Background: an optimization exercise with open tools, aiming at small area. Do not read the settings as production practice. In this exercise RTL edits were held to simulation tests only and were not proved equivalent to the original. Power is estimated from default activity; no workload was simulated.

[flow/flow/run.sh]
#!/bin/bash
# Standard ORFS synthesis, then every combinational cell swapped to its lowest
# drive strength (the repair steps size up what needs it), then the standard
# ORFS layout with the smallest plain buffer on every port, and the pins of each
# data bit (the four masters' and four slaves' copies) placed side by side.
set -euo pipefail
RES=orfs/results/$FLOW_PLATFORM/crossbar/base
bash standard.sh synth > synth.log 2>&1
SYNTH_ODB=$RES/1_synth.odb openroad -no_init -exit flow/shrink.tcl > shrink.log 2>&1
bash standard.sh "BUFFER_PORTS_ARGS=-buffer_cell sky130_fd_sc_hd__buf_1" "PLACE_PINS_ARGS=$(cat flow/pin_groups.txt)" GPL_KEEP_OVERFLOW=0.22 "CTS_ARGS=-sink_clustering_enable -repair_clock_nets -buf_list sky130_fd_sc_hd__clkbuf_4 -dont_use_dummy_load" finish > standard.log 2>&1
[flow/design.v]
module cb_inv    (input a, output y);                      assign y = ~a;                                  endmodule
module cb_and2   (input a, input b, output y);             assign y = a & b;                               endmodule
module cb_or2    (input a, input b, output y);             assign y = a | b;                               endmodule
module cb_nand2  (input a, input b, output y);             assign y = ~(a & b);                            endmodule
module cb_nor2   (input a, input b, output y);             assign y = ~(a | b);                            endmodule
module cb_xnor2  (input a, input b, output y);             assign y = ~(a ^ b);                            endmodule
module cb_nor2b  (input a, input bn, output y);            assign y = ~(a | ~bn);                          endmodule
module cb_nand2b (input an, input b, output y);            assign y = ~(~an & b);                          endmodule
module cb_nand3  (input a, input b, input c, output y);    assign y = ~(a & b & c);                        endmodule
module cb_nor3   (input a, input b, input c, output y);    assign y = ~(a | b | c);                        endmodule
module cb_nor3b  (input a, input b, input cn, output y);   assign y = ~(a | b | ~cn);                      endmodule
module cb_and3b  (input an, input b, input c, output y);   assign y = ~an & b & c;                         endmodule
module cb_and4b  (input an, input b, input c, input d, output y); assign y = ~an & b & c & d;              endmodule
module cb_nand4  (input a, input b, input c, input d, output y);  assign y = ~(a & b & c & d);             endmodule
module cb_nor4   (input a, input b, input c, input d, output y);  assign y = ~(a | b | c | d);             endmodule
module cb_a21oi  (input a0, input a1, input b, output y);  assign y = ~((a0 & a1) | b);                    endmodule
module cb_a21o   (input a0, input a1, input b, output y);  assign y = (a0 & a1) | b;                       endmodule
module cb_a211o  (input a0, input a1, input b, input c, output y); assign y = (a0 & a1) | b | c;           endmodule
module cb_a21boi (input a0, input a1, input bn, output y); assign y = ~((a0 & a1) | ~bn);                  endmodule
module cb_aoi22  (input a0, input b0, input a1, input b1, output y); assign y = ~((a0 & b0) | (a1 & b1));  endmodule
module cb_aoi222 (input a0, input b0, input a1, input b1, input a2, input b2, output y);
	assign y = ~((a0 & b0) | (a1 & b1) | (a2 & b2));
endmodule
module cb_mux2i  (input a0, input a1, input s, output y);  assign y = ~(s ? a1 : a0);                      endmodule
module cb_slice (
	input  [3:0] s,
	input  [3:0] d,
	input  [3:0] nen,
	output [3:0] o,
	output       m_n
);
	wire y1;
	cb_aoi222 u_a (.a0(s[0]), .b0(d[0]), .a1(s[1]), .b1(d[1]), .a2(s[2]), .b2(d[2]), .y(y1));
	cb_a21boi u_b (.a0(s[3]), .a1(d[3]), .bn(y1), .y(m_n));
	cb_nor2   u_o0 (.a(m_n), .b(nen[0]), .y(o[0]));
	cb_nor2   u_o1 (.a(m_n), .b(nen[1]), .y(o[1]));
	cb_nor2   u_o2 (.a(m_n), .b(nen[2]), .y(o[2]));
	cb_nor2   u_o3 (.a(m_n), .b(nen[3]), .y(o[3]));
endmodule
module crossbar (
	input clk,
	input reset,
	input master_0_req,				 
	output master_0_ack,
	input master_0_cmd,				 
	output master_0_resp,
	input [31:0] master_0_addr,
	input [31:0] master_0_wdata,
	output [31:0] master_0_rdata,
	input master_1_req,				 
	output master_1_ack,
	input master_1_cmd,				 
	output master_1_resp,
	input [31:0] master_1_addr,
	input [31:0] master_1_wdata,
	output [31:0] master_1_rdata,
	input master_2_req,
	output master_2_ack,
	input master_2_cmd,
	output master_2_resp,
	input [31:0] master_2_addr,
	input [31:0] master_2_wdata,
	output [31:0] master_2_rdata,
	input master_3_req,
	output master_3_ack,
	input master_3_cmd,
	output master_3_resp,
	input [31:0] master_3_addr,
	input [31:0] master_3_wdata,
	output [31:0] master_3_rdata,
	output slave_0_req,
	input slave_0_ack,
	output slave_0_cmd,
	input slave_0_resp,
	input [31:0] slave_0_rdata,
	output [31:0] slave_0_wdata,
	output [31:0] slave_0_addr,
	output slave_1_req,
	input slave_1_ack,
	output slave_1_cmd,
	input slave_1_resp,
	input [31:0] slave_1_rdata,
	output [31:0] slave_1_wdata,
	output [31:0] slave_1_addr,
	output slave_2_req,
	input slave_2_ack,
	output slave_2_cmd,
	input slave_2_resp,
	input [31:0] slave_2_rdata,
	output [31:0] slave_2_wdata,
	output [31:0] slave_2_addr,
	output slave_3_req,
	input slave_3_ack,
	output slave_3_cmd,
	input slave_3_resp,
	input [31:0] slave_3_rdata,
	output [31:0] slave_3_wdata,
	output [31:0] slave_3_addr
	);
	wire [3:0] r  = {master_3_req, master_2_req, master_1_req, master_0_req};
	wire [3:0] c  = {master_3_cmd, master_2_cmd, master_1_cmd, master_0_cmd};
	wire [3:0] k  = {slave_3_ack, slave_2_ack, slave_1_ack, slave_0_ack};
	wire [3:0] s  = {slave_3_resp, slave_2_resp, slave_1_resp, slave_0_resp};
	reg  [3:0] g;
	reg        m1, mx, la, le;
	reg  [1:0] ri;
	reg        rv;
	wire [3:0] g_d;
	wire       m1_d, mx_d, la_d, le_d, rv_d;
	wire [1:0] ri_d;
	always @(posedge clk) begin
		g  <= g_d;
		m1 <= m1_d;
		mx <= mx_d;
		la <= la_d;
		le <= le_d;
		ri <= ri_d;
		rv <= rv_d;
	end
	wire cu, cw, ncr, nar, beg;
	cb_aoi22 u_cu  (.a0(g[0]), .b0(r[0]), .a1(g[1]), .b1(r[1]), .y(cu));
	cb_aoi22 u_cw  (.a0(g[2]), .b0(r[2]), .a1(g[3]), .b1(r[3]), .y(cw));
	cb_and2  u_ncr (.a(cu), .b(cw), .y(ncr));
	cb_nor4  u_nar (.a(r[0]), .b(r[1]), .c(r[2]), .d(r[3]), .y(nar));
	cb_nor2b u_beg (.a(nar), .bn(ncr), .y(beg));
	wire lx;
	cb_nor3b  u_la (.a(la), .b(le), .cn(beg), .y(la_d));
	cb_xnor2  u_lx (.a(la), .b(le), .y(lx));
	cb_nor2b  u_le (.a(lx), .bn(beg), .y(le_d));
	wire nm1, nmx;
	wire [3:0] nX, nY, nZ;    
	cb_inv   u_nm1 (.a(m1), .y(nm1));
	cb_inv   u_nmx (.a(mx), .y(nmx));
	cb_nand2b u_x0 (.an(mx), .b(m1), .y(nX[0]));
	cb_or2    u_x1 (.a(m1), .b(mx), .y(nX[1]));
	cb_nand2b u_x2 (.an(m1), .b(mx), .y(nX[2]));
	cb_nand2  u_x3 (.a(m1), .b(mx), .y(nX[3]));
	assign nY = {nmx, m1, mx, nm1};
	cb_nor2   u_z0 (.a(m1), .b(mx), .y(nZ[0]));
	cb_nor2b  u_z1 (.a(m1), .bn(mx), .y(nZ[1]));
	cb_and2   u_z2 (.a(m1), .b(mx), .y(nZ[2]));
	cb_nor2b  u_z3 (.a(mx), .bn(m1), .y(nZ[3]));
	wire [3:0] h, t;
	genvar i;
	generate
		for (i = 0; i < 4; i = i + 1) begin : gn
			cb_aoi222 u_h (.a0(r[(i+3)%4]), .b0(nX[i]), .a1(r[(i+2)%4]), .b1(nY[i]),
			               .a2(r[(i+1)%4]), .b2(nZ[i]), .y(h[i]));
			cb_a21oi  u_t (.a0(h[i]), .a1(ncr), .b(g[i]), .y(t[i]));
			cb_nor3b  u_g (.a(t[i]), .b(reset), .cn(r[i]), .y(g_d[i]));
		end
	endgenerate
	wire e1, ex, q1, qx;
	cb_or2   u_e1 (.a(g[2]), .b(g[3]), .y(e1));      
	cb_or2   u_ex (.a(g[1]), .b(g[2]), .y(ex));      
	cb_mux2i u_q1 (.a0(m1), .a1(e1), .s(la), .y(q1));
	cb_mux2i u_qx (.a0(mx), .a1(ex), .s(la), .y(qx));
	cb_nor2  u_m1 (.a(q1), .b(reset), .y(m1_d));
	cb_nor2  u_mx (.a(qx), .b(reset), .y(mx_d));
	wire [64:0] m0 = {master_0_cmd, master_0_addr, master_0_wdata};
	wire [64:0] m1v = {master_1_cmd, master_1_addr, master_1_wdata};
	wire [64:0] m2v = {master_2_cmd, master_2_addr, master_2_wdata};
	wire [64:0] m3v = {master_3_cmd, master_3_addr, master_3_wdata};
	wire [64:0] s0, s1, s2, s3, mxn;
	wire [3:0] nk;
	generate
		for (i = 0; i < 4; i = i + 1) begin : nkg
			cb_inv u (.a(k[i]), .y(nk[i]));
		end
	endgenerate
	genvar b;
	generate
		for (b = 0; b < 65; b = b + 1) begin : wsl
			cb_slice u (.s(g), .d({m3v[b], m2v[b], m1v[b], m0[b]}), .nen(nk),
			            .o({s3[b], s2[b], s1[b], s0[b]}), .m_n(mxn[b]));
		end
	endgenerate
	assign {slave_0_cmd, slave_0_addr, slave_0_wdata} = s0;
	assign {slave_1_cmd, slave_1_addr, slave_1_wdata} = s1;
	assign {slave_2_cmd, slave_2_addr, slave_2_wdata} = s2;
	assign {slave_3_cmd, slave_3_addr, slave_3_wdata} = s3;
	wire nag;
	cb_nor4  u_nag (.a(g[0]), .b(g[1]), .c(g[2]), .d(g[3]), .y(nag));
	cb_and3b u_sr0 (.an(nag), .b(mxn[63]), .c(mxn[62]), .y(slave_0_req));
	cb_nor2b u_sr1 (.a(mxn[62]), .bn(mxn[63]), .y(slave_1_req));
	cb_nor2b u_sr2 (.a(mxn[63]), .bn(mxn[62]), .y(slave_2_req));
	cb_nor2  u_sr3 (.a(mxn[63]), .b(mxn[62]), .y(slave_3_req));
	wire aack;
	cb_nand4 u_aack (.a(nk[0]), .b(nk[1]), .c(nk[2]), .d(nk[3]), .y(aack));
	cb_and2  u_ma0 (.a(g[0]), .b(aack), .y(master_0_ack));
	cb_and2  u_ma1 (.a(g[1]), .b(aack), .y(master_1_ack));
	cb_and2  u_ma2 (.a(g[2]), .b(aack), .y(master_2_ack));
	cb_and2  u_ma3 (.a(g[3]), .b(aack), .y(master_3_ack));
	wire nrs, ogv;
	cb_nor4   u_nrs (.a(s[0]), .b(s[1]), .c(s[2]), .d(s[3]), .y(nrs));   
	cb_a21o   u_ri1 (.a0(nag), .a1(ri[1]), .b(e1), .y(ri_d[1]));
	cb_a211o  u_ri0 (.a0(nag), .a1(ri[0]), .b(g[1]), .c(g[3]), .y(ri_d[0]));
	cb_nand2b u_ogv (.an(rv), .b(nag), .y(ogv));                           
	cb_and4b  u_rv  (.an(reset), .b(nrs), .c(mxn[64]), .d(ogv), .y(rv_d));
	wire w, ni1, ni0;
	wire [3:0] nresp;
	cb_nor2b u_w   (.a(nrs), .bn(rv), .y(w));
	cb_inv   u_ni1 (.a(ri[1]), .y(ni1));
	cb_inv   u_ni0 (.a(ri[0]), .y(ni0));
	cb_nand3 u_nr0 (.a(w), .b(ni1),   .c(ni0),   .y(nresp[0]));
	cb_nand3 u_nr1 (.a(w), .b(ni1),   .c(ri[0]), .y(nresp[1]));
	cb_nand3 u_nr2 (.a(w), .b(ri[1]), .c(ni0),   .y(nresp[2]));
	cb_nand3 u_nr3 (.a(w), .b(ri[1]), .c(ri[0]), .y(nresp[3]));
	cb_inv   u_mr0 (.a(nresp[0]), .y(master_0_resp));
	cb_inv   u_mr1 (.a(nresp[1]), .y(master_1_resp));
	cb_inv   u_mr2 (.a(nresp[2]), .y(master_2_resp));
	cb_inv   u_mr3 (.a(nresp[3]), .y(master_3_resp));
	wire [3:0] psel;
	assign psel[0] = s[0];
	cb_nor2b u_p1 (.a(s[0]), .bn(s[1]), .y(psel[1]));
	cb_nor3b u_p2 (.a(s[0]), .b(s[1]), .cn(s[2]), .y(psel[2]));
	cb_nor3  u_p3 (.a(s[0]), .b(s[1]), .c(s[2]), .y(psel[3]));
	wire [31:0] r0, r1, r2, r3;
	generate
		for (b = 0; b < 32; b = b + 1) begin : rsl
			cb_slice u (.s(psel), .d({slave_3_rdata[b], slave_2_rdata[b], slave_1_rdata[b], slave_0_rdata[b]}),
			            .nen(nresp), .o({r3[b], r2[b], r1[b], r0[b]}), .m_n());
		end
	endgenerate
	assign master_0_rdata = r0;
	assign master_1_rdata = r1;
	assign master_2_rdata = r2;
	assign master_3_rdata = r3;
endmodule
[flow/constraint.sdc]
create_clock -name core_clock -period 6.0 [get_ports {clk}]
set_input_delay 1.2000 -clock core_clock [delete_from_list [all_inputs] [get_ports {clk}]]
set_output_delay 1.2000 -clock core_clock [all_outputs]
set_load 0.01 [all_outputs]
[flow/flow/shrink.tcl]
# Swap every combinational cell of the synthesized netlist to the lowest drive
# strength of the same cell; the later repair steps size up what needs it.
# Flip-flops keep the cell type synthesis gave them.
read_db $::env(SYNTH_ODB)
set db [ord::get_db]
set block [ord::get_db_block]
set n 0
foreach inst [$block getInsts] {
  set m [[$inst getMaster] getName]
  if {![regexp {^(sky130_fd_sc_hd__[a-z0-9]+)_([0-9]+)$} $m -> base drive]} { continue }
  if {[regexp {__(df|ed|sd|dl|conb|tap|fill|decap|diode)} $base]} { continue }
  foreach d {1 0} {
    if {$d eq $drive} { break }
    set nm [$db findMaster ${base}_$d]
    if {$nm ne "NULL"} {
      $inst swapMaster $nm
      incr n
      break
    }
  }
}
puts "shrink: swapped $n cells"
write_db $::env(SYNTH_ODB)
[flow/config.mk]
export PLATFORM = sky130hd
export DESIGN_NAME = crossbar
export DESIGN_NICKNAME = crossbar
export VERILOG_FILES = /design/flow/design.v
export SDC_FILE = /design/flow/constraint.sdc
export NUM_CORES = 4
export LEC_CHECK = 0
export CAP_MARGIN = 20
export CORE_AREA = 5 5 295 295
export CTS_BUF_LIST = sky130_fd_sc_hd__clkbuf_4
export DIE_AREA = 0 0 300 300
export SLEW_MARGIN = 20
export SYNTH_HIERARCHICAL = 1
[flow/flow/pin_groups.txt]
-group_pins {master_0_addr[0] master_1_addr[0] master_2_addr[0] master_3_addr[0] slave_0_addr[0] slave_1_addr[0] slave_2_addr[0] slave_3_addr[0]} -group_pins {master_0_addr[1] master_1_addr[1] master_2_addr[1] master_3_addr[1] slave_0_addr[1] slave_1_addr[1] slave_2_addr[1] slave_3_addr[1]} -group_pins {master_0_addr[2] master_1_addr[2] master_2_addr[2] master_3_addr[2] slave_0_addr[2] slave_1_addr[2] slave_2_addr[2] slave_3_addr[2]} -group_pins {master_0_addr[3] master_1_addr[3] master_2_addr[3] master_3_addr[3] slave_0_addr[3] slave_1_addr[3] slave_2_addr[3] slave_3_addr[3]} -group_pins {master_0_addr[4] master_1_addr[4] master_2_addr[4] master_3_addr[4] slave_0_addr[4] slave_1_addr[4] slave_2_addr[4] slave_3_addr[4]} -group_pins {master_0_addr[5] master_1_addr[5] master_2_addr[5] master_3_addr[5] slave_0_addr[5] slave_1_addr[5] slave_2_addr[5] slave_3_addr[5]} -group_pins {master_0_addr[6] master_1_addr[6] master_2_addr[6] master_3_addr[6] slave_0_addr[6] slave_1_addr[6] slave_2_addr[6] slave_3_addr[6]} -group_pins {master_0_addr[7] master_1_addr[7] master_2_addr[7] master_3_addr[7] slave_0_addr[7] slave_1_addr[7] slave_2_addr[7] slave_3_addr[7]} -group_pins {master_0_addr[8] master_1_addr[8] master_2_addr[8] master_3_addr[8] slave_0_addr[8] slave_1_addr[8] slave_2_addr[8] slave_3_addr[8]} -group_pins {master_0_addr[9] master_1_addr[9] master_2_addr[9] master_3_addr[9] slave_0_addr[9] slave_1_addr[9] slave_2_addr[9] slave_3_addr[9]} -group_pins {master_0_addr[10] master_1_addr[10] master_2_addr[10] master_3_addr[10] slave_0_addr[10] slave_1_addr[10] slave_2_addr[10] slave_3_addr[10]} -group_pins {master_0_addr[11] master_1_addr[11] master_2_addr[11] master_3_addr[11] slave_0_addr[11] slave_1_addr[11] slave_2_addr[11] slave_3_addr[11]} -group_pins {master_0_addr[12] master_1_addr[12] master_2_addr[12] master_3_addr[12] slave_0_addr[12] slave_1_addr[12] slave_2_addr[12] slave_3_addr[12]} -group_pins {master_0_addr[13] master_1_addr[13] master_2_addr[13] master_3_addr[13] slave_0_addr[13] slave_1_addr[13] slave_2_addr[13] slave_3_addr[13]} -group_pins {master_0_addr[14] master_1_addr[14] master_2_addr[14] master_3_addr[14] slave_0_addr[14] slave_1_addr[14] slave_2_addr[14] slave_3_addr[14]} -group_pins {master_0_addr[15] master_1_addr[15] master_2_addr[15] master_3_addr[15] slave_0_addr[15] slave_1_addr[15] slave_2_addr[15] slave_3_addr[15]} -group_pins {master_0_addr[16] master_1_addr[16] master_2_addr[16] master_3_addr[16] slave_0_addr[16] slave_1_addr[16] slave_2_addr[16] slave_3_addr[16]} -group_pins {master_0_addr[17] master_1_addr[17] master_2_addr[17] master_3_addr[17] slave_0_addr[17] slave_1_addr[17] slave_2_addr[17] slave_3_addr[17]} -group_pins {master_0_addr[18] master_1_addr[18] master_2_addr[18] master_3_addr[18] slave_0_addr[18] slave_1_addr[18] slave_2_addr[18] slave_3_addr[18]} -group_pins {master_0_addr[19] master_1_addr[19] master_2_addr[19] master_3_addr[19] slave_0_addr[19] slave_1_addr[19] slave_2_addr[19] slave_3_addr[19]} -group_pins {master_0_addr[20] master_1_addr[20] master_2_addr[20] master_3_addr[20] slave_0_addr[20] slave_1_addr[20] slave_2_addr[20] slave_3_addr[20]} -group_pins {master_0_addr[21] master_1_addr[21] master_2_addr[21] master_3_addr[21] slave_0_addr[21] slave_1_addr[21] slave_2_addr[21] slave_3_addr[21]} -group_pins {master_0_addr[22] master_1_addr[22] master_2_addr[22] master_3_addr[22] slave_0_addr[22] slave_1_addr[22] slave_2_addr[22] slave_3_addr[22]} -group_pins {master_0_addr[23] master_1_addr[23] master_2_addr[23] master_3_addr[23] slave_0_addr[23] slave_1_addr[23] slave_2_addr[23] slave_3_addr[23]} -group_pins {master_0_addr[24] master_1_addr[24] master_2_addr[24] master_3_addr[24] slave_0_addr[24] slave_1_addr[24] slave_2_addr[24] slave_3_addr[24]} -group_pins {master_0_addr[25] master_1_addr[25] master_2_addr[25] master_3_addr[25] slave_0_addr[25] slave_1_addr[25] slave_2_addr[25] slave_3_addr[25]} -group_pins {master_0_addr[26] master_1_addr[26] master_2_addr[26] master_3_addr[26] slave_0_addr[26] slave_1_addr[26] slave_2_addr[26] slave_3_addr[26]} -group_pins {master_0_addr[27] master_1_addr[27] master_2_addr[27] master_3_addr[27] slave_0_addr[27] slave_1_addr[27] slave_2_addr[27] slave_3_addr[27]} -group_pins {master_0_addr[28] master_1_addr[28] master_2_addr[28] master_3_addr[28] slave_0_addr[28] slave_1_addr[28] slave_2_addr[28] slave_3_addr[28]} -group_pins {master_0_addr[29] master_1_addr[29] master_2_addr[29] master_3_addr[29] slave_0_addr[29] slave_1_addr[29] slave_2_addr[29] slave_3_addr[29]} -group_pins {master_0_addr[30] master_1_addr[30] master_2_addr[30] master_3_addr[30] slave_0_addr[30] slave_1_addr[30] slave_2_addr[30] slave_3_addr[30]} -group_pins {master_0_addr[31] master_1_addr[31] master_2_addr[31] master_3_addr[31] slave_0_addr[31] slave_1_addr[31] slave_2_addr[31] slave_3_addr[31]} -group_pins {master_0_wdata[0] master_1_wdata[0] master_2_wdata[0] master_3_wdata[0] slave_0_wdata[0] slave_1_wdata[0] slave_2_wdata[0] slave_3_wdata[0]} -group_pins {master_0_wdata[1] master_1_wdata[1] master_2_wdata[1] master_3_wdata[1] slave_0_wdata[1] slave_1_wdata[1] slave_2_wdata[1] slave_3_wdata[1]} -group_pins {master_0_wdata[2] master_1_wdata[2] master_2_wdata[2] master_3_wdata[2] slave_0_wdata[2] slave_1_wdata[2] slave_2_wdata[2] slave_3_wdata[2]} -group_pins {master_0_wdata[3] master_1_wdata[3] master_2_wdata[3] master_3_wdata[3] slave_0_wdata[3] slave_1_wdata[3] slave_2_wdata[3] slave_3_wdata[3]} -group_pins {master_0_wdata[4] master_1_wdata[4] master_2_wdata[4] master_3_wdata[4] slave_0_wdata[4] slave_1_wdata[4] slave_2_wdata[4] slave_3_wdata[4]} -group_pins {master_0_wdata[5] master_1_wdata[5] master_2_wdata[5] master_3_wdata[5] slave_0_wdata[5] slave_1_wdata[5] slave_2_wdata[5] slave_3_wdata[5]} -group_pins {master_0_wdata[6] master_1_wdata[6] master_2_wdata[6] master_3_wdata[6] slave_0_wdata[6] slave_1_wdata[6] slave_2_wdata[6] slave_3_wdata[6]} -group_pins {master_0_wdata[7] master_1_wdata[7] master_2_wdata[7] master_3_wdata[7] slave_0_wdata[7] slave_1_wdata[7] slave_2_wdata[7] slave_3_wdata[7]} -group_pins {master_0_wdata[8] master_1_wdata[8] master_2_wdata[8] master_3_wdata[8] slave_0_wdata[8] slave_1_wdata[8] slave_2_wdata[8] slave_3_wdata[8]} -group_pins {master_0_wdata[9] master_1_wdata[9] master_2_wdata[9] master_3_wdata[9] slave_0_wdata[9] slave_1_wdata[9] slave_2_wdata[9] slave_3_wdata[9]} -group_pins {master_0_wdata[10] master_1_wdata[10] master_2_wdata[10] master_3_wdata[10] slave_0_wdata[10] slave_1_wdata[10] slave_2_wdata[10] slave_3_wdata[10]} -group_pins {master_0_wdata[11] master_1_wdata[11] master_2_wdata[11] master_3_wdata[11] slave_0_wdata[11] slave_1_wdata[11] slave_2_wdata[11] slave_3_wdata[11]} -group_pins {master_0_wdata[12] master_1_wdata[12] master_2_wdata[12] master_3_wdata[12] slave_0_wdata[12] slave_1_wdata[12] slave_2_wdata[12] slave_3_wdata[12]} -group_pins {master_0_wdata[13] master_1_wdata[13] master_2_wdata[13] master_3_wdata[13] slave_0_wdata[13] slave_1_wdata[13] slave_2_wdata[13] slave_3_wdata[13]} -group_pins {master_0_wdata[14] master_1_wdata[14] master_2_wdata[14] master_3_wdata[14] slave_0_wdata[14] slave_1_wdata[14] slave_2_wdata[14] slave_3_wdata[14]} -group_pins {master_0_wdata[15] master_1_wdata[15] master_2_wdata[15] master_3_wdata[15] slave_0_wdata[15] slave_1_wdata[15] slave_2_wdata[15] slave_3_wdata[15]} -group_pins {master_0_wdata[16] master_1_wdata[16] master_2_wdata[16] master_3_wdata[16] slave_0_wdata[16] slave_1_wdata[16] slave_2_wdata[16] slave_3_wdata[16]} -group_pins {master_0_wdata[17] master_1_wdata[17] master_2_wdata[17] master_3_wdata[17] slave_0_wdata[17] slave_1_wdata[17] slave_2_wdata[17] slave_3_wdata[17]} -group_pins {master_0_wdata[18] master_1_wdata[18] master_2_wdata[18] master_3_wdata[18] slave_0_wdata[18] slave_1_wdata[18] slave_2_wdata[18] slave_3_wdata[18]} -group_pins {master_0_wdata[19] master_1_wdata[19] master_2_wdata[19] master_3_wdata[19] slave_0_wdata[19] slave_1_wdata[19] slave_2_wdata[19] slave_3_wdata[19]} -group_pins {master_0_wdata[20] master_1_wdata[20] master_2_wdata[20] master_3_wdata[20] slave_0_wdata[20] slave_1_wdata[20] slave_2_wdata[20] slave_3_wdata[20]} -group_pins {master_0_wdata[21] master_1_wdata[21] master_2_wdata[21] master_3_wdata[21] slave_0_wdata[21] slave_1_wdata[21] slave_2_wdata[21] slave_3_wdata[21]} -group_pins {master_0_wdata[22] master_1_wdata[22] master_2_wdata[22] master_3_wdata[22] slave_0_wdata[22] slave_1_wdata[22] slave_2_wdata[22] slave_3_wdata[22]} -group_pins {master_0_wdata[23] master_1_wdata[23] master_2_wdata[23] master_3_wdata[23] slave_0_wdata[23] slave_1_wdata[23] slave_2_wdata[23] slave_3_wdata[23]} -group_pins {master_0_wdata[24] master_1_wdata[24] master_2_wdata[24] master_3_wdata[24] slave_0_wdata[24] slave_1_wdata[24] slave_2_wdata[24] slave_3_wdata[24]} -group_pins {master_0_wdata[25] master_1_wdata[25] master_2_wdata[25] master_3_wdata[25] slave_0_wdata[25] slave_1_wdata[25] slave_2_wdata[25] slave_3_wdata[25]} -group_pins {master_0_wdata[26] master_1_wdata[26] master_2_wdata[26] master_3_wdata[26] slave_0_wdata[26] slave_1_wdata[26] slave_2_wdata[26] slave_3_wdata[26]} -group_pins {master_0_wdata[27] master_1_wdata[27] master_2_wdata[27] master_3_wdata[27] slave_0_wdata[27] slave_1_wdata[27] slave_2_wdata[27] slave_3_wdata[27]} -group_pins {master_0_wdata[28] master_1_wdata[28] master_2_wdata[28] master_3_wdata[28] slave_0_wdata[28] slave_1_wdata[28] slave_2_wdata[28] slave_3_wdata[28]} -group_pins {master_0_wdata[29] master_1_wdata[29] master_2_wdata[29] master_3_wdata[29] slave_0_wdata[29] slave_1_wdata[29] slave_2_wdata[29] slave_3_wdata[29]} -group_pins {master_0_wdata[30] master_1_wdata[30] master_2_wdata[30] master_3_wdata[30] slave_0_wdata[30] slave_1_wdata[30] slave_2_wdata[30] slave_3_wdata[30]} -group_pins {master_0_wdata[31] master_1_wdata[31] master_2_wdata[31] master_3_wdata[31] slave_0_wdata[31] slave_1_wdata[31] slave_2_wdata[31] slave_3_wdata[31]} -group_pins {master_0_cmd master_1_cmd master_2_cmd master_3_cmd slave_0_cmd slave_1_cmd slave_2_cmd slave_3_cmd} -group_pins {slave_0_rdata[0] slave_1_rdata[0] slave_2_rdata[0] slave_3_rdata[0] master_0_rdata[0] master_1_rdata[0] master_2_rdata[0] master_3_rdata[0]} -group_pins {slave_0_rdata[1] slave_1_rdata[1] slave_2_rdata[1] slave_3_rdata[1] master_0_rdata[1] master_1_rdata[1] master_2_rdata[1] master_3_rdata[1]} -group_pins {slave_0_rdata[2] slave_1_rdata[2] slave_2_rdata[2] slave_3_rdata[2] master_0_rdata[2] master_1_rdata[2] master_2_rdata[2] master_3_rdata[2]} -group_pins {slave_0_rdata[3] slave_1_rdata[3] slave_2_rdata[3] slave_3_rdata[3] master_0_rdata[3] master_1_rdata[3] master_2_rdata[3] master_3_rdata[3]} -group_pins {slave_0_rdata[4] slave_1_rdata[4] slave_2_rdata[4] slave_3_rdata[4] master_0_rdata[4] master_1_rdata[4] master_2_rdata[4] master_3_rdata[4]} -group_pins {slave_0_rdata[5] slave_1_rdata[5] slave_2_rdata[5] slave_3_rdata[5] master_0_rdata[5] master_1_rdata[5] master_2_rdata[5] master_3_rdata[5]} -group_pins {slave_0_rdata[6] slave_1_rdata[6] slave_2_rdata[6] slave_3_rdata[6] master_0_rdata[6] master_1_rdata[6] master_2_rdata[6] master_3_rdata[6]} -group_pins {slave_0_rdata[7] slave_1_rdata[7] slave_2_rdata[7] slave_3_rdata[7] master_0_rdata[7] master_1_rdata[7] master_2_rdata[7] master_3_rdata[7]} -group_pins {slave_0_rdata[8] slave_1_rdata[8] slave_2_rdata[8] slave_3_rdata[8] master_0_rdata[8] master_1_rdata[8] master_2_rdata[8] master_3_rdata[8]} -group_pins {slave_0_rdata[9] slave_1_rdata[9] slave_2_rdata[9] slave_3_rdata[9] master_0_rdata[9] master_1_rdata[9] master_2_rdata[9] master_3_rdata[9]} -group_pins {slave_0_rdata[10] slave_1_rdata[10] slave_2_rdata[10] slave_3_rdata[10] master_0_rdata[10] master_1_rdata[10] master_2_rdata[10] master_3_rdata[10]} -group_pins {slave_0_rdata[11] slave_1_rdata[11] slave_2_rdata[11] slave_3_rdata[11] master_0_rdata[11] master_1_rdata[11] master_2_rdata[11] master_3_rdata[11]} -group_pins {slave_0_rdata[12] slave_1_rdata[12] slave_2_rdata[12] slave_3_rdata[12] master_0_rdata[12] master_1_rdata[12] master_2_rdata[12] master_3_rdata[12]} -group_pins {slave_0_rdata[13] slave_1_rdata[13] slave_2_rdata[13] slave_3_rdata[13] master_0_rdata[13] master_1_rdata[13] master_2_rdata[13] master_3_rdata[13]} -group_pins {slave_0_rdata[14] slave_1_rdata[14] slave_2_rdata[14] slave_3_rdata[14] master_0_rdata[14] master_1_rdata[14] master_2_rdata[14] master_3_rdata[14]} -group_pins {slave_0_rdata[15] slave_1_rdata[15] slave_2_rdata[15] slave_3_rdata[15] master_0_rdata[15] master_1_rdata[15] master_2_rdata[15] master_3_rdata[15]} -group_pins {slave_0_rdata[16] slave_1_rdata[16] slave_2_rdata[16] slave_3_rdata[16] master_0_rdata[16] master_1_rdata[16] master_2_rdata[16] master_3_rdata[16]} -group_pins {slave_0_rdata[17] slave_1_rdata[17] slave_2_rdata[17] slave_3_rdata[17] master_0_rdata[17] master_1_rdata[17] master_2_rdata[17] master_3_rdata[17]} -group_pins {slave_0_rdata[18] slave_1_rdata[18] slave_2_rdata[18] slave_3_rdata[18] master_0_rdata[18] master_1_rdata[18] master_2_rdata[18] master_3_rdata[18]} -group_pins {slave_0_rdata[19] slave_1_rdata[19] slave_2_rdata[19] slave_3_rdata[19] master_0_rdata[19] master_1_rdata[19] master_2_rdata[19] master_3_rdata[19]} -group_pins {slave_0_rdata[20] slave_1_rdata[20] slave_2_rdata[20] slave_3_rdata[20] master_0_rdata[20] master_1_rdata[20] master_2_rdata[20] master_3_rdata[20]} -group_pins {slave_0_rdata[21] slave_1_rdata[21] slave_2_rdata[21] slave_3_rdata[21] master_0_rdata[21] master_1_rdata[21] master_2_rdata[21] master_3_rdata[21]} -group_pins {slave_0_rdata[22] slave_1_rdata[22] slave_2_rdata[22] slave_3_rdata[22] master_0_rdata[22] master_1_rdata[22] master_2_rdata[22] master_3_rdata[22]} -group_pins {slave_0_rdata[23] slave_1_rdata[23] slave_2_rdata[23] slave_3_rdata[23] master_0_rdata[23] master_1_rdata[23] master_2_rdata[23] master_3_rdata[23]} -group_pins {slave_0_rdata[24] slave_1_rdata[24] slave_2_rdata[24] slave_3_rdata[24] master_0_rdata[24] master_1_rdata[24] master_2_rdata[24] master_3_rdata[24]} -group_pins {slave_0_rdata[25] slave_1_rdata[25] slave_2_rdata[25] slave_3_rdata[25] master_0_rdata[25] master_1_rdata[25] master_2_rdata[25] master_3_rdata[25]} -group_pins {slave_0_rdata[26] slave_1_rdata[26] slave_2_rdata[26] slave_3_rdata[26] master_0_rdata[26] master_1_rdata[26] master_2_rdata[26] master_3_rdata[26]} -group_pins {slave_0_rdata[27] slave_1_rdata[27] slave_2_rdata[27] slave_3_rdata[27] master_0_rdata[27] master_1_rdata[27] master_2_rdata[27] master_3_rdata[27]} -group_pins {slave_0_rdata[28] slave_1_rdata[28] slave_2_rdata[28] slave_3_rdata[28] master_0_rdata[28] master_1_rdata[28] master_2_rdata[28] master_3_rdata[28]} -group_pins {slave_0_rdata[29] slave_1_rdata[29] slave_2_rdata[29] slave_3_rdata[29] master_0_rdata[29] master_1_rdata[29] master_2_rdata[29] master_3_rdata[29]} -group_pins {slave_0_rdata[30] slave_1_rdata[30] slave_2_rdata[30] slave_3_rdata[30] master_0_rdata[30] master_1_rdata[30] master_2_rdata[30] master_3_rdata[30]} -group_pins {slave_0_rdata[31] slave_1_rdata[31] slave_2_rdata[31] slave_3_rdata[31] master_0_rdata[31] master_1_rdata[31] master_2_rdata[31] master_3_rdata[31]}
[flow/standard.sh]
#!/bin/bash
# synth_recipe.tcl (not shown) runs the flow's synth.tcl, then flattens the netlist and writes it again
# the make line also repeats each setting of config.mk as NAME=value (left out here)
make -C /OpenROAD-flow-scripts/flow DESIGN_CONFIG=/design/flow/config.mk WORK_HOME=/design/flow/orfs CLKGATE_MAP_FILE= SYNTH_SCRIPT=/design/flow/synth_recipe.tcl "${@:-finish}"
==> results.txt, run 1 <==
result of the run complete, no violations; number of DRC violations after detailed-routing iteration 0 1056; Final Hold Fails 0; mapped cell area 3800 um^2; Cell Rows 106; Finished Layout Cells 2567; critical path peak fanout 33; type of the worst setup path in2out; shortest period the worst path allows 4.13 ns; Post-route DRC 0; CP Data Required Time 4.80 ns; H-tree depth 1; delay-heaviest family, CP buffers and inverters; transition time at the pin with the least slew margin 1.04 ns; IO Port Bufs 801; overall via count from detail_route 8611; Skew-Pair Late Insertion Delay 0.26 ns; width of the chip 300 um; overall die area 90000 um^2; final number of max-transition violations 0; number of filler instances in the final layout 9866; cell with the biggest individual delay on the critical path buf_4; critical-path cell list clkbuf_2 > nor4_2 > buf_4 > nor2b_1 > nand3_2 > buf_4 > nor2_1 > buf_1; number of antenna violations at the first check in global routing 3; final setup violating endpoints 0; die height 300 um; final worst hold slack 0.449 ns; Worst setup SP type primary input; clock transition at the registers of the reported paths 0.07 ns; total detailed-routing wirelength 31.0 mm; ratio of cells with drive above 1 in the final layout 2.63%; setup repair after global routing missed its margin no; synth-to-layout area growth 121%; synthesized area divided by synthesized cell count 5.74 um^2; post-layout net count 1887; final weighted congestion of routability-driven global placement 0.696; number of placed cells counting well taps 2560; worst-case clock buffer depth 2; placeable core area 83600 um^2; critical path endpoint category output port; largest net degree at the start of global routing 72; most frequent CP cell buf_4; final total negative setup slack 0 ns; Post-CTS Repair Setup Buffers 0; post-route antenna net violation count 0; achievable frequency 242 MHz; number of CTS-inserted buffers 3; Clk Tree Root Cell clkbuf_4; fraction of the core area covered by cells at the end of the flow 10.0%; effective utilization at floorplan 4.55%; post-CTS resize count 0; kind of path behind the tightest hold check reg2reg; post-synthesis net count 1064; period utilization 68.8%; Max-Cap Viols 0; Lkg Pwr 2.55 nW; first-pass GRT wire length 42.3 mm; CTS sink count 11; detail-routed via count per cell 3.35; Critical Path AT 2.93 ns; Overflow after GRT 0; Post-CTS Hold Buffers 0; relative slew slack 30.8%; number of buffers and inverters on the critical path 4; I/O pins 802; cell area power density 105 nW/um^2; Critical Path Max Stage Delay 0.42 ns; GRT Util Overall 5.68%; Post-Route Skew 0.0151 ns; cell count after synthesis 662; via count of the first global-routing pass 7734; highest ir drop seen on vdd 0.0414 mV; TritonCTS clock tree built; average routed wire per standard cell 12.1 um; warnings from Yosys 7; detailed placer's ending HPWL 25.1 mm; First-pass DRT Iterations 8
==> power by group <==
group / total, mW / internal, mW / switching, mW / leakage (nW)
Sequential: 0.141 / 0.0887 / 0.0522 / 0.0936
Combinational: 0.694 / 0.274 / 0.420 / 2.44
Clock: 0.0443 / 0.0230 / 0.0213 / 0.0138
==> worst paths after layout <==
path,startpoint,end,cells after the start,slack (ns)
max,slave_0_resp,master_1_rdata[27],8,1.87
min,le,la,1,0.45
max reg2reg,g[2],rv,3,3.83
min reg2reg,le,la,1,0.45
==> metrics by stage <==
| stage | cell area [um^2] | setup WS, ns | total power, mW |
|---|---|---|---|
| floorplan | 3800 | 1.06 | 0.514 |
| global placement | 8340 | 0.198 | 0.822 |
| detailed placement | 8350 | 1.76 | 0.840 |
| CTS | 8370 | 1.75 | 0.890 |
| global route | 8380 | 1.70 | 0.969 |
| finish | 8380 | 1.87 | 0.879 |
==> worst register-to-register path: stages, from the launching register on <==
cell and delay, ns:
dfxtp_4 0.61, a222oi_1 0.44, a21boi_1 0.78, and4b_1 0.30
==> metal layers <==
metal  up-vias  share of wire [%]  global-route usage [%]
met5         -                  0                       0
li1       4168                  -                       -
met3        18                8.3                   0.556
met1      3847                 37                    6.18
met4         0                1.3                   0.995
met2       578                 53                    11.8
==> placed cells by master, fill, tap and decap left out, drive strengths merged <==
master / n
nor3b: 6
and4b: 1
and3b: 1
nand4: 1
a21oi: 4
a211o: 1
nor2b: 8
nor3: 1
nor2: 392
a22oi: 2
mux2i: 2
buf: 817
dfxtp: 11
inv: 12
nand2b: 3
a21boi: 97
and2: 6
a21o: 1
nand3: 4
diode: 4
clkbuf: 4
nor4: 3
nand2: 1
or2: 3
xnor2: 1
a222oi: 101
==> flip-flops by register name, summed over array words and instances, names as in the netlist <==
name,cells
g,4
la,1
le,1
m1,1
mx,1
ri,2
rv,1
==> layout make-up <==
class | instances | area [um^2] | share of cell area (%)
Antenna cell | 4 | 10.0 | 0.119
Clock buffer | 3 | 22.5 | 0.269
Inverter | 12 | 45.0 | 0.537
Multi-Input combinational cell | 639 | 3580 | 42.8
Sequential cell | 11 | 235 | 2.81
Tap cell | 1080 | 1350 | 16.1
Timing Repair Buffer | 818 | 3140 | 37.4
==> inputs of run 2 (changes only) <==
--- a/flow/design.v
+++ b/flow/design.v
@@ -133,11 +133,11 @@
 	cb_inv   u_nmx (.a(mx), .y(nmx));
-	cb_nand2b u_x0 (.an(mx), .b(m1), .y(nX[0]));
-	cb_or2    u_x1 (.a(m1), .b(mx), .y(nX[1]));
-	cb_nand2b u_x2 (.an(m1), .b(mx), .y(nX[2]));
-	cb_nand2  u_x3 (.a(m1), .b(mx), .y(nX[3]));
+	cb_nand2  u_x0 (.a(nmx), .b(m1),  .y(nX[0]));
+	cb_nand2  u_x1 (.a(nm1), .b(nmx), .y(nX[1]));
+	cb_nand2  u_x2 (.a(nm1), .b(mx),  .y(nX[2]));
+	cb_nand2  u_x3 (.a(m1),  .b(mx),  .y(nX[3]));
 	assign nY = {nmx, m1, mx, nm1};
-	cb_nor2   u_z0 (.a(m1), .b(mx), .y(nZ[0]));
-	cb_nor2b  u_z1 (.a(m1), .bn(mx), .y(nZ[1]));
-	cb_and2   u_z2 (.a(m1), .b(mx), .y(nZ[2]));
-	cb_nor2b  u_z3 (.a(mx), .bn(m1), .y(nZ[3]));
+	cb_nor2   u_z0 (.a(m1),  .b(mx),  .y(nZ[0]));
+	cb_nor2   u_z1 (.a(m1),  .b(nmx), .y(nZ[1]));
+	cb_nor2   u_z2 (.a(nm1), .b(nmx), .y(nZ[2]));
+	cb_nor2   u_z3 (.a(nm1), .b(mx),  .y(nZ[3]));
 	wire [3:0] h, t;
--- a/flow/flow/run.sh
+++ b/flow/flow/run.sh
@@ -9,2 +9,2 @@
 SYNTH_ODB=$RES/1_synth.odb openroad -no_init -exit flow/shrink.tcl > shrink.log 2>&1
-bash standard.sh "BUFFER_PORTS_ARGS=-buffer_cell sky130_fd_sc_hd__buf_1" "PLACE_PINS_ARGS=$(cat flow/pin_groups.txt)" GPL_KEEP_OVERFLOW=0.22 "CTS_ARGS=-sink_clustering_enable -repair_clock_nets -buf_list sky130_fd_sc_hd__clkbuf_4 -dont_use_dummy_load" finish > standard.log 2>&1
+bash standard.sh "BUFFER_PORTS_ARGS=-buffer_cell sky130_fd_sc_hd__buf_1" "PLACE_PINS_ARGS=$(cat flow/pin_groups.txt)" "CTS_ARGS=-sink_clustering_enable -repair_clock_nets -buf_list sky130_fd_sc_hd__clkbuf_4 -dont_use_dummy_load" finish > standard.log 2>&1
==> run 2 against run 1 <==
Net effect:
- critical path type unchanged
- maximum frequency shrank 12%
- sequential share of layout area is essentially flat
- via count shrank 1.6%
- still clean on timing, DRC and antenna
==> results.txt, run 2 <==
IO Port Bufs 801 (unchanged); I/O pins 802 (unchanged); type of the worst setup path in2out; First-pass DRT Iterations 9 (+1); Post-CTS Hold Buffers 0 (unchanged); Skew-Pair Late Insertion Delay 0.27 ns (about the same); setup repair after global routing missed its margin no; TritonCTS clock tree built; critical path peak fanout 33 (unchanged); detailed placer's ending HPWL 24.1 mm (-3.6%); final design area excluding fillers 8330 um^2 (-0.67%); number of CTS-inserted buffers 3 (unchanged); die height 300 um (unchanged); switching power 0.491 mW (-0.53%); Comb pwr share 76.5% (-2.4 points); largest register by flop count g; average routed wire per standard cell 11.8 um (-2.0%); achievable frequency 213 MHz (-12%); warnings from Yosys 7 (unchanged); CTS sink count 11 (unchanged); ratio of cells with drive above 1 in the final layout 2.23% (-0.40 points); Post-Route Skew 0.00712 ns (-0.00799 ns); CP Data Required Time 4.80 ns (about the same); detail-routed via count per cell 3.31 (-1.4%); shortest period the worst path allows 4.70 ns (+0.579 ns); Switching Share 56.0% (-0.059 points); first-pass GRT wire length 41.2 mm (-2.5%); relative slew slack 29.1% (-1.7 points); cell count after synthesis 662 (unchanged); synth-to-layout area growth 120%; result of the run complete, no violations; largest registers g x4, ri x2; proportion of power drawn by the clock network 5.3% (+0.3 points); kind of path behind the tightest hold check reg2reg; GRT Util Overall 5.57% (-0.11 points); Post-route DRC 0 (unchanged); number of DRC violations after detailed-routing iteration 0 1214 (+15%); Clk Tree Root Cell clkbuf_4; overall via count from detail_route 8476 (-1.6%); Critical Path AT 3.50 ns (+0.57 ns); highest ir drop seen on vdd 0.0718 mV (+73%); placed cell area 8300 um^2 (-0.61%); Final Hold Fails 0 (unchanged); Post-CTS Repair Setup Buffers 0 (unchanged); final total negative setup slack 0 ns (unchanged); Worst setup SP type primary input; cell area power density 105 nW/um^2 (+0.25%); effective utilization at floorplan 4.53% (-0.018 points); via count of the first global-routing pass 7590 (-1.9%); Lkg Pwr 2.53 nW (-0.71%); most frequent standard cell in the layout excluding fill and tap cells buf_1; post-CTS resize count 0 (unchanged); number of antenna violations at the first check in global routing 4 (+1); total detailed-routing wirelength 30.3 mm (-2.2%); highest-count cells in the layout ignoring fill and taps buf_1 (800), nor2_1 (395), a222oi_1 (101); final weighted congestion of routability-driven global placement 0.676 (-2.9%); placeable core area 83600 um^2 (unchanged); synthesized area divided by synthesized cell count 5.72 um^2 (-0.40%); worst-case clock buffer depth 2 (unchanged); period utilization 78.4% (+9.6 points); final number of max-transition violations 0 (unchanged); internal power 0.385 mW (-0.29%); overall die area 90000 um^2 (unchanged); clock transition at the registers of the reported paths 0.07 ns (about the same); number of filler instances in the final layout 9816 (-0.51%); final setup violating endpoints 0 (unchanged); Max-Cap Viols 0 (unchanged); width of the chip 300 um (unchanged); post-layout net count 1884 (-0.16%); post-route antenna net violation count 0 (unchanged); Cell Rows 106 (unchanged); H-tree depth 1 (unchanged); flip-flop count of the largest register, all copies and words added 4 (unchanged); transition time at the pin with the least slew margin 1.06 ns (+0.0250 ns); critical path endpoint category output port; largest net degree at the start of global routing 72 (unchanged); post-synthesis net count 1064 (unchanged); mapped cell area 3780 um^2 (-0.40%); Overflow after GRT 0 (unchanged); share of total power in sequential cells 18.2% (+2.2 points)
[run 2: cell types whose count changed in the layout (fill, tap and decap cells not counted), moves of 2 or more]
cell / change
buf_4: -3
nand2_1: +3
nor2_1: +3
a21boi_1: +2
a21boi_2: -2
diode_2: -2
nand2b_1: -2
nor2b_1: -2
[run 2: routing by layer]
layer / vias to the layer above / share of wire, % / global-route usage, %
met4: 0 / 0.38 / 0.376
li1: 4168 / - / -
met5: - / 0 / 0
met1: 3718 / 34 / 5.72
met3: 15 / 9.5 / 0.592
met2: 575 / 56 / 12.3
[run 2: final cells by class]
type / count / area, um^2 / area share, %
multi-input cells: 639 / 3560 / 42.7
repair buffers: 815 / 3110 / 37.4
well taps: 1080 / 1350 / 16.2
flip-flops and latches: 11 / 235 / 2.82
inverters: 12 / 45.0 / 0.541
clock buffers: 3 / 22.5 / 0.270
diodes: 2 / 5.00 / 0.0601
[run 2: worst paths after layout]
path,slack [ns],endpoint,cells after the start,start
setup / recovery,1.30,master_2_rdata[14],6,slave_0_resp
hold / removal,0.44,la,1,le
setup reg to reg,3.77,rv,3,g[2]
hold reg to reg,0.44,la,1,le
[run 2: power by group through the flow]
stage / Sequential, mW / Clock, mW / Combinational (mW)
floorplan: 0.129 / 0 / 0.384
global route: 0.165 / 0.0521 / 0.747
finish: 0.159 / 0.0464 / 0.670
CTS: 0.160 / 0.0488 / 0.677
global placement: 0.160 / 0 / 0.659
detailed placement: 0.162 / 0 / 0.673
[run 2: critical path, stage by stage]
cell,delay (ns)
clkbuf_2,0.34
nor4_1,0.13
nor2b_1,0.36
nand3_2,0.89
nor2_1,0.34
buf_1,0.19
[run 2: through the flow]
| stage | cells | setup slack [ns] | power (mW) | hold WS, ns | utilization [%] |
|---|---|---|---|---|---|
| after detailed placement | 2557 | 1.22 | 0.835 | 0.431 | 9.93 |
| after floorplan | 662 | 1.06 | 0.513 | 0.420 | - |
| after global placement | 2557 | 1.31 | 0.820 | 0.428 | 9.93 |
| final | 2562 | 1.30 | 0.875 | 0.444 | 9.97 |
| after CTS | 2560 | 1.22 | 0.886 | 0.445 | 9.96 |
| after global routing | 2560 | 1.02 | 0.965 | 0.468 | 9.96 |
==> inputs of run 3 (changes only) <==
--- a/flow/design.v
+++ b/flow/design.v
@@ -133,11 +133,11 @@
 	cb_inv   u_nmx (.a(mx), .y(nmx));
-	cb_nand2  u_x0 (.a(nmx), .b(m1),  .y(nX[0]));
-	cb_nand2  u_x1 (.a(nm1), .b(nmx), .y(nX[1]));
-	cb_nand2  u_x2 (.a(nm1), .b(mx),  .y(nX[2]));
-	cb_nand2  u_x3 (.a(m1),  .b(mx),  .y(nX[3]));
+	cb_nand2b u_x0 (.an(mx), .b(m1), .y(nX[0]));
+	cb_or2    u_x1 (.a(m1), .b(mx), .y(nX[1]));
+	cb_nand2b u_x2 (.an(m1), .b(mx), .y(nX[2]));
+	cb_nand2  u_x3 (.a(m1), .b(mx), .y(nX[3]));
 	assign nY = {nmx, m1, mx, nm1};
-	cb_nor2   u_z0 (.a(m1),  .b(mx),  .y(nZ[0]));
-	cb_nor2   u_z1 (.a(m1),  .b(nmx), .y(nZ[1]));
-	cb_nor2   u_z2 (.a(nm1), .b(nmx), .y(nZ[2]));
-	cb_nor2   u_z3 (.a(nm1), .b(mx),  .y(nZ[3]));
+	cb_nor2   u_z0 (.a(m1), .b(mx), .y(nZ[0]));
+	cb_nor2b  u_z1 (.a(m1), .bn(mx), .y(nZ[1]));
+	cb_and2   u_z2 (.a(m1), .b(mx), .y(nZ[2]));
+	cb_nor2b  u_z3 (.a(mx), .bn(m1), .y(nZ[3]));
 	wire [3:0] h, t;
==> flow/flow/run.sh (replaced) <==
#!/bin/bash
# Standard ORFS synthesis, then every combinational cell swapped to its lowest
# drive strength (the repair steps size up what needs it), then the standard
# ORFS layout with: the smallest plain buffer on every port; the pins of each
# data bit (the four masters' and four slaves' copies) side by side; clkbuf_4
# clock buffers and no dummy clock loads; and repair buffers no larger than
# the ones left out of the don't-use list below.
set -euo pipefail
RES=orfs/results/$FLOW_PLATFORM/crossbar/base
# the platform's don't-use cells, and the larger plain buffers
DONT_USE="sky130_fd_sc_hd__probe_p_8 sky130_fd_sc_hd__probec_p_8 sky130_fd_sc_hd__lpflow_bleeder_1 sky130_fd_sc_hd__lpflow_clkbufkapwr_1 sky130_fd_sc_hd__lpflow_clkbufkapwr_16 sky130_fd_sc_hd__lpflow_clkbufkapwr_2 sky130_fd_sc_hd__lpflow_clkbufkapwr_4 sky130_fd_sc_hd__lpflow_clkbufkapwr_8 sky130_fd_sc_hd__lpflow_clkinvkapwr_1 sky130_fd_sc_hd__lpflow_clkinvkapwr_16 sky130_fd_sc_hd__lpflow_clkinvkapwr_2 sky130_fd_sc_hd__lpflow_clkinvkapwr_4 sky130_fd_sc_hd__lpflow_clkinvkapwr_8 sky130_fd_sc_hd__lpflow_decapkapwr_12 sky130_fd_sc_hd__lpflow_decapkapwr_3 sky130_fd_sc_hd__lpflow_decapkapwr_4 sky130_fd_sc_hd__lpflow_decapkapwr_6 sky130_fd_sc_hd__lpflow_decapkapwr_8 sky130_fd_sc_hd__lpflow_inputiso0n_1 sky130_fd_sc_hd__lpflow_inputiso0p_1 sky130_fd_sc_hd__lpflow_inputiso1n_1 sky130_fd_sc_hd__lpflow_inputiso1p_1 sky130_fd_sc_hd__lpflow_inputisolatch_1 sky130_fd_sc_hd__lpflow_isobufsrc_1 sky130_fd_sc_hd__lpflow_isobufsrc_16 sky130_fd_sc_hd__lpflow_isobufsrc_2 sky130_fd_sc_hd__lpflow_isobufsrc_4 sky130_fd_sc_hd__lpflow_isobufsrc_8 sky130_fd_sc_hd__lpflow_isobufsrckapwr_16 sky130_fd_sc_hd__lpflow_lsbuf_lh_hl_isowell_tap_1 sky130_fd_sc_hd__lpflow_lsbuf_lh_hl_isowell_tap_2 sky130_fd_sc_hd__lpflow_lsbuf_lh_hl_isowell_tap_4 sky130_fd_sc_hd__lpflow_lsbuf_lh_isowell_4 sky130_fd_sc_hd__lpflow_lsbuf_lh_isowell_tap_1 sky130_fd_sc_hd__lpflow_lsbuf_lh_isowell_tap_2 sky130_fd_sc_hd__lpflow_lsbuf_lh_isowell_tap_4 sky130_fd_sc_hd__buf_4 sky130_fd_sc_hd__buf_6 sky130_fd_sc_hd__buf_8 sky130_fd_sc_hd__buf_12 sky130_fd_sc_hd__buf_16 sky130_fd_sc_hd__bufbuf_8 sky130_fd_sc_hd__bufbuf_16"
bash standard.sh synth > synth.log 2>&1
SYNTH_ODB=$RES/1_synth.odb openroad -no_init -exit flow/shrink.tcl > shrink.log 2>&1
bash standard.sh "BUFFER_PORTS_ARGS=-buffer_cell sky130_fd_sc_hd__buf_1" \
  "PLACE_PINS_ARGS=$(cat flow/pin_groups.txt)" \
  "CTS_ARGS=-sink_clustering_enable -repair_clock_nets -buf_list sky130_fd_sc_hd__clkbuf_4 -dont_use_dummy_load" \
  "DONT_USE_CELLS=$DONT_USE" finish > standard.log 2>&1
==> run 3 against run 2 <==
Net effect:
- still clean on timing, DRC and antenna
- flip-flop and latch count unchanged
- via count increased by 1.9%
- total power increased by 1.7%
- die area unchanged
- clock-buffer cell count unchanged
- sequential share of layout area about the same
- cell area increased by 0.65%
- wire length increased by 4.5%
- register-to-register slack improved by 0.30 ns
- clock skew decreased by 0.0043 ns
- cell count increased by 0.43%
- sequential power decreased by 17%
- largest power group unchanged
==> results.txt, run 3 <==
GRT Util Overall 5.91% (+0.34 points); number of DRC violations after detailed-routing iteration 0 1205 (-0.74%); I/O pins 802 (unchanged); Worst setup SP type primary input; Post-Route Skew 0.00282 ns (-0.00431 ns); period utilization 75.5% (-2.9 points); overall die area 90000 um^2 (unchanged); critical path peak fanout 33 (unchanged); final setup violating endpoints 0 (unchanged); type of the worst setup path in2out; die height 300 um (unchanged); Switching Share 56.8% (+0.72 points); achievable frequency 221 MHz (+3.8%); CP Data Required Time 4.80 ns (about the same); shortest period the worst path allows 4.53 ns (-0.172 ns); final total negative setup slack 0 ns (unchanged); first-pass GRT wire length 43.0 mm (+4.4%); largest registers g x4, ri x2; placeable core area 83600 um^2 (unchanged); R2R Setup Slk 4.07 ns (+0.30 ns); transition time at the pin with the least slew margin 1.00 ns (-0.0608 ns); H-tree depth 1 (unchanged); post-layout net count 1896 (+0.64%); overall via count from detail_route 8637 (+1.9%); detailed placer's ending HPWL 26.2 mm (+8.6%); Clk Tree Root Cell clkbuf_4; average routed wire per standard cell 12.3 um (+4.1%); result of the run complete, no violations; number of antenna violations at the first check in global routing 5 (+1); switching power 0.505 mW (+3.0%); TritonCTS clock tree built; mapped cell area 3800 um^2 (+0.40%); post-route antenna net violation count 0 (unchanged); largest net degree at the start of global routing 38 (-47%); final weighted congestion of routability-driven global placement 0.695 (+2.7%); final worst hold slack 0.447 ns (+0.00285 ns); Lkg Pwr 2.57 nW (+1.4%); Post-CTS Repair Setup Buffers 0 (unchanged); synth-to-layout area growth 121%; Comb pwr share 79.4% (+2.9 points); highest-count cells in the layout ignoring fill and taps buf_1 (807), nor2_1 (392), a222oi_1 (101); IO Port Bufs 801 (unchanged); detail-routed via count per cell 3.36 (+1.5%); relative slew slack 33.1% (+4.0 points); share of total power in sequential cells 14.9% (-3.3 points); Post-CTS Hold Buffers 0 (unchanged); proportion of power drawn by the clock network 5.7% (+0.4 points); final number of max-transition violations 0 (unchanged); Overflow after GRT 0 (unchanged); cell count after synthesis 662 (unchanged); via count of the first global-routing pass 7695 (+1.4%); First-pass DRT Iterations 8 (-1); Max-Cap Viols 0 (unchanged); Cell Rows 106 (unchanged); Skew-Pair Late Insertion Delay 0.27 ns (about the same); largest register by flop count g; worst-case clock buffer depth 2 (unchanged); critical path endpoint category output port; internal power 0.385 mW (about the same); clock transition at the registers of the reported paths 0.08 ns (about the same); number of filler instances in the final layout 9861 (+0.46%); effective utilization at floorplan 4.55% (+0.018 points); ratio of cells with drive above 1 in the final layout 2.75% (+0.52 points); fraction of the core area covered by cells at the end of the flow 10.0% (+0.064 points); total detailed-routing wirelength 31.7 mm (+4.5%); post-synthesis net count 1064 (unchanged); warnings from Yosys 7 (unchanged); Final Hold Fails 0 (unchanged); setup repair after global routing missed its margin no; Critical Path AT 3.33 ns (-0.17 ns); Final Power 0.891 mW (+1.7%); flip-flop count of the largest register, all copies and words added 4 (unchanged); cell area power density 106 nW/um^2 (+1.1%); Post-route DRC 0 (unchanged); most frequent standard cell in the layout excluding fill and tap cells buf_1; number of CTS-inserted buffers 3 (unchanged); highest ir drop seen on vdd 0.0326 mV (-55%); width of the chip 300 um (unchanged); post-CTS resize count 0 (unchanged); CTS sink count 11 (unchanged); kind of path behind the tightest hold check reg2reg; synthesized area divided by synthesized cell count 5.74 um^2 (+0.40%)
## run 3: layout make-up
class	instances	area, um^2	share of cell area, %
multi-input cells	639	3580	42.8
flip-flops and latches	11	235	2.81
clock buffers	3	22.5	0.269
repair buffers	827	3140	37.5
diodes	1	2.50	0.0299
well taps	1080	1350	16.1
inverters	12	45.0	0.537
## run 3: power by group through the flow
stage	logic (mW)	clock network, mW	registers (mW)
after floorplan	0.384	0	0.129
after global placement	0.695	0	0.136
after detailed placement	0.709	0	0.137
after CTS	0.712	0.0593	0.135
after global routing	0.785	0.0593	0.139
final	0.707	0.0509	0.132
## run 3: critical path: stages
cell      delay (ns)
clkbuf_2        0.22
nor4_2          0.13
nor2b_1         0.36
nand3_2         0.86
nor2_1          0.35
buf_1           0.18
## run 3: per-stage QoR
step                      worst slack, ns  instance area [um^2]  cells
after floorplan                      1.06                  3800    662
after global placement               1.47                  8340   2567
after detailed placement             1.37                  8340   2567
after CTS                            1.36                  8360   2570
after global routing                 1.22                  8380   2573
final                                1.47                  8380   2573
## run 3: routing by layer
layer	up-vias	part of all wire [%]	wire [um]	GRT usage [%]
met4	4	1.8	580	1.32
li1	4191	-	-	-
met5	-	0.085	27	0
met1	3845	36	11600	6.49
met3	21	8.6	2720	0.700
met2	576	53	16800	12.0
## run 3: final timing paths
path | start | to | depth (start not counted)
setup / recovery | slave_0_resp | master_2_rdata[29] | 6
hold / removal | le | la | 1
setup reg to reg | g[0] | rv | 4
hold reg to reg | le | la | 1
==> inputs of run 4 (changes only) <==
==> flow/flow/run.sh (replaced) <==
#!/bin/bash
# Standard ORFS synthesis, then every combinational cell swapped to its lowest
# drive strength (the repair steps size up what needs it), then the standard
# ORFS layout with: the smallest plain buffer on every port; the pins of each
# data bit (the four masters' and four slaves' copies) side by side; clkbuf_4
# clock buffers and no dummy clock loads; and repair buffers no larger than
# the ones left out of the don't-use list below.
set -euo pipefail
RES=orfs/results/$FLOW_PLATFORM/crossbar/base
# the platform's don't-use cells, and the larger plain buffers
DONT_USE="sky130_fd_sc_hd__probe_p_8 sky130_fd_sc_hd__probec_p_8 sky130_fd_sc_hd__lpflow_bleeder_1 sky130_fd_sc_hd__lpflow_clkbufkapwr_1 sky130_fd_sc_hd__lpflow_clkbufkapwr_16 sky130_fd_sc_hd__lpflow_clkbufkapwr_2 sky130_fd_sc_hd__lpflow_clkbufkapwr_4 sky130_fd_sc_hd__lpflow_clkbufkapwr_8 sky130_fd_sc_hd__lpflow_clkinvkapwr_1 sky130_fd_sc_hd__lpflow_clkinvkapwr_16 sky130_fd_sc_hd__lpflow_clkinvkapwr_2 sky130_fd_sc_hd__lpflow_clkinvkapwr_4 sky130_fd_sc_hd__lpflow_clkinvkapwr_8 sky130_fd_sc_hd__lpflow_decapkapwr_12 sky130_fd_sc_hd__lpflow_decapkapwr_3 sky130_fd_sc_hd__lpflow_decapkapwr_4 sky130_fd_sc_hd__lpflow_decapkapwr_6 sky130_fd_sc_hd__lpflow_decapkapwr_8 sky130_fd_sc_hd__lpflow_inputiso0n_1 sky130_fd_sc_hd__lpflow_inputiso0p_1 sky130_fd_sc_hd__lpflow_inputiso1n_1 sky130_fd_sc_hd__lpflow_inputiso1p_1 sky130_fd_sc_hd__lpflow_inputisolatch_1 sky130_fd_sc_hd__lpflow_isobufsrc_1 sky130_fd_sc_hd__lpflow_isobufsrc_16 sky130_fd_sc_hd__lpflow_isobufsrc_2 sky130_fd_sc_hd__lpflow_isobufsrc_4 sky130_fd_sc_hd__lpflow_isobufsrc_8 sky130_fd_sc_hd__lpflow_isobufsrckapwr_16 sky130_fd_sc_hd__lpflow_lsbuf_lh_hl_isowell_tap_1 sky130_fd_sc_hd__lpflow_lsbuf_lh_hl_isowell_tap_2 sky130_fd_sc_hd__lpflow_lsbuf_lh_hl_isowell_tap_4 sky130_fd_sc_hd__lpflow_lsbuf_lh_isowell_4 sky130_fd_sc_hd__lpflow_lsbuf_lh_isowell_tap_1 sky130_fd_sc_hd__lpflow_lsbuf_lh_isowell_tap_2 sky130_fd_sc_hd__lpflow_lsbuf_lh_isowell_tap_4 sky130_fd_sc_hd__buf_4 sky130_fd_sc_hd__buf_6 sky130_fd_sc_hd__buf_8 sky130_fd_sc_hd__buf_12 sky130_fd_sc_hd__buf_16 sky130_fd_sc_hd__bufbuf_8 sky130_fd_sc_hd__bufbuf_16 sky130_fd_sc_hd__buf_2"
bash standard.sh synth > synth.log 2>&1
SYNTH_ODB=$RES/1_synth.odb openroad -no_init -exit flow/shrink.tcl > shrink.log 2>&1
bash standard.sh "BUFFER_PORTS_ARGS=-buffer_cell sky130_fd_sc_hd__buf_1" \
  "PLACE_PINS_ARGS=$(cat flow/pin_groups.txt)" \
  "CTS_ARGS=-sink_clustering_enable -repair_clock_nets -buf_list sky130_fd_sc_hd__clkbuf_4 -dont_use_dummy_load" \
  "DONT_USE_CELLS=$DONT_USE" finish > standard.log 2>&1
==> run 4 against run 3 <==
Net effect:
- still clean on timing, DRC and antenna
- flip-flop and latch count unchanged
- first-iteration DRC count rose by 7.2%
- area after synthesis unchanged
- wire length is 1.2% higher
- via count increased by 0.53%
- largest cell class unchanged
==> results.txt, run 4 <==
CTS sink count 11 (unchanged); H-tree depth 1 (unchanged); Post-Route Skew 0.0157 ns (+0.0129 ns); capture point of the worst reg-to-reg path rv; final number of max-transition violations 0 (unchanged); wire length on met1 11.9 mm (+3.1%); synthesized area divided by synthesized cell count 5.74 um^2 (unchanged); period utilization 83.9% (+8.4 points); met2 WL 16.7 mm (-0.75%); number of filler instances in the final layout 9845 (-0.16%); Overflow after GRT 0 (unchanged); switching power 0.504 mW (-0.19%); via count of the first global-routing pass 7537 (-2.1%); GRT Util Overall 5.94% (+0.029 points); largest net degree at the start of global routing 53 (+39%); ratio of cells with drive above 1 in the final layout 1.73% (-1.0 points); I/O pins 802 (unchanged); Post-CTS Repair Setup Buffers 0 (unchanged); die height 300 um (unchanged); warnings from Yosys 7 (unchanged); top layer in use met5; Critical Path AT 3.83 ns (+0.50 ns); synth-to-layout area growth 121%; highest ir drop seen on vdd 0.0406 mV (+24%); Lkg Pwr 2.52 nW (-1.8%); final total negative setup slack 0 ns (unchanged); R2R Setup Slk 4.02 ns (-0.05 ns); final worst hold slack 0.434 ns (-0.0127 ns); relative slew slack 23.0% (-10 points); largest registers g x4, ri x2; final weighted congestion of routability-driven global placement 0.721 (+3.7%); first-pass GRT wire length 42.9 mm (-0.35%); proportion of power drawn by the clock network 5.6% (about the same); number of CTS-inserted buffers 3 (unchanged); share of total power in sequential cells 16.0% (+1.1 points); CP Data Required Time 4.80 ns (about the same); Max-Cap Viols 0 (unchanged); Skew-Pair Late Insertion Delay 0.27 ns (about the same); Cell Rows 106 (unchanged); cell area power density 106 nW/um^2 (-0.30%); worst-case clock buffer depth 2 (unchanged); most frequent standard cell in the layout excluding fill and tap cells buf_1; achievable frequency 199 MHz (-10%); fraction of the core area covered by cells at the end of the flow 10.1% (+0.020 points); TritonCTS clock tree built; Post-CTS Hold Buffers 0 (unchanged); IO Port Bufs 801 (unchanged); detail-routed via count per cell 3.37 (+0.26%); Final Hold Fails 0 (unchanged); internal power 0.385 mW (about the same); met3 routed WL 2.83 mm (+4.2%); critical path endpoint category output port; Clk Tree Root Cell clkbuf_4; post-route antenna net violation count 0 (unchanged); number of antenna violations at the first check in global routing 5 (unchanged); width of the chip 300 um (unchanged); placeable core area 83600 um^2 (unchanged); shortest period the worst path allows 5.03 ns (+0.502 ns); hold path start le; worst r2r path cells 3 (-1); critical path peak fanout 24 (-27%); largest register by flop count g; detailed placer's ending HPWL 26.2 mm (about the same); flip-flop count of the largest register, all copies and words added 4 (unchanged); Reg2Reg Launch Point g[0]; Comb pwr share 78.4% (-1.0 points); result of the run complete, no violations; kind of path behind the tightest hold check reg2reg; final setup violating endpoints 0 (unchanged); post-synthesis net count 1064 (unchanged); type of the worst setup path in2out; Final Power 0.890 mW (-0.10%); Switching Share 56.7% (about the same); number of DRC violations after detailed-routing iteration 0 1292 (+7.2%); overall die area 90000 um^2 (unchanged); number of cells on the worst hold path 1 (unchanged); Post-route DRC 0 (unchanged); post-layout net count 1903 (+0.37%); effective utilization at floorplan 4.55% (unchanged); mapped cell area 3800 um^2 (unchanged); average routed wire per standard cell 12.4 um (+0.91%); endpoint of the worst hold-timing path la; setup repair after global routing missed its margin no; total detailed-routing wirelength 32.1 mm (+1.2%); overall via count from detail_route 8683 (+0.53%); highest-count cells in the layout ignoring fill and taps buf_1 (829), nor2_1 (392), a222oi_1 (101); First-pass DRT Iterations 8 (unchanged); Worst setup SP type primary input; cell count after synthesis 662 (unchanged); transition time at the pin with the least slew margin 1.15 ns (+0.152 ns); clock transition at the registers of the reported paths 0.09 ns (about the same); post-CTS resize count 0 (unchanged)
run 4: worst max-delay path, stage by stage:
cell and delay (ns):
clkbuf_2 0.43, nor4_2 0.68, nor2b_1 0.23, nand3_2 0.51, buf_1 0.50, nor2_1 0.11, buf_1 0.15
run 4: worst max-delay path by stage:
stage | end | cells past startpoint | slack, ns | startpoint
floorplan | master_0_rdata[0] | 4 | 1.06 | slave_1_resp
global placement | master_0_rdata[26] | 7 | 0.72 | slave_0_resp
detailed placement | master_0_rdata[26] | 7 | 0.69 | slave_0_resp
CTS | master_0_rdata[26] | 7 | 0.69 | slave_0_resp
global route | master_2_rdata[26] | 7 | 0.61 | slave_0_resp
finish | master_2_rdata[29] | 7 | 0.97 | slave_0_resp
run 4: per-stage QoR:
| step | area (um^2) | worst slack [ns] | std cells |
|---|---|---|---|
| 2_1_floorplan | 3800 | 1.06 | 662 |
| 3_3_place_gp | 8370 | 0.716 | 2576 |
| 3_5_place_dp | 8370 | 0.690 | 2576 |
| 4_1_cts | 8400 | 0.691 | 2579 |
| 5_1_grt | 8400 | 0.613 | 2579 |
| 6_report | 8400 | 0.966 | 2580 |
run 4: power groups by stage:
stage / logic (mW) / registers, mW / clock network (mW)
after floorplan: 0.384 / 0.129 / 0
after CTS: 0.704 / 0.144 / 0.0561
after detailed placement: 0.700 / 0.146 / 0
after global routing: 0.774 / 0.148 / 0.0578
final: 0.698 / 0.142 / 0.0500
after global placement: 0.686 / 0.144 / 0
run 4: cell type report:
class | count | area [um^2] | share of cell area, %
multi-input cells | 639 | 3580 | 42.7
flip-flops and latches | 11 | 235 | 2.80
repair buffers | 834 | 3160 | 37.6
inverters | 12 | 45.0 | 0.536
clock buffers | 3 | 22.5 | 0.268
well taps | 1080 | 1350 | 16.1
diodes | 1 | 2.50 | 0.0298
run 4: metal layers:
layer,global-route usage (%),vias to the layer above
met1,6.75,3866
met4,1.45,2
met5,0,-
met2,11.6,590
met3,0.845,30
li1,-,4195

Setup slack of run 4, layout unchanged: 0.966 ns with ideal ports, 0.939 ns with driving cells assumed (clock clkbuf_16, inputs buf_2), 0.939 ns with port delays also shifted by the 0.296 ns mid clock arrival.
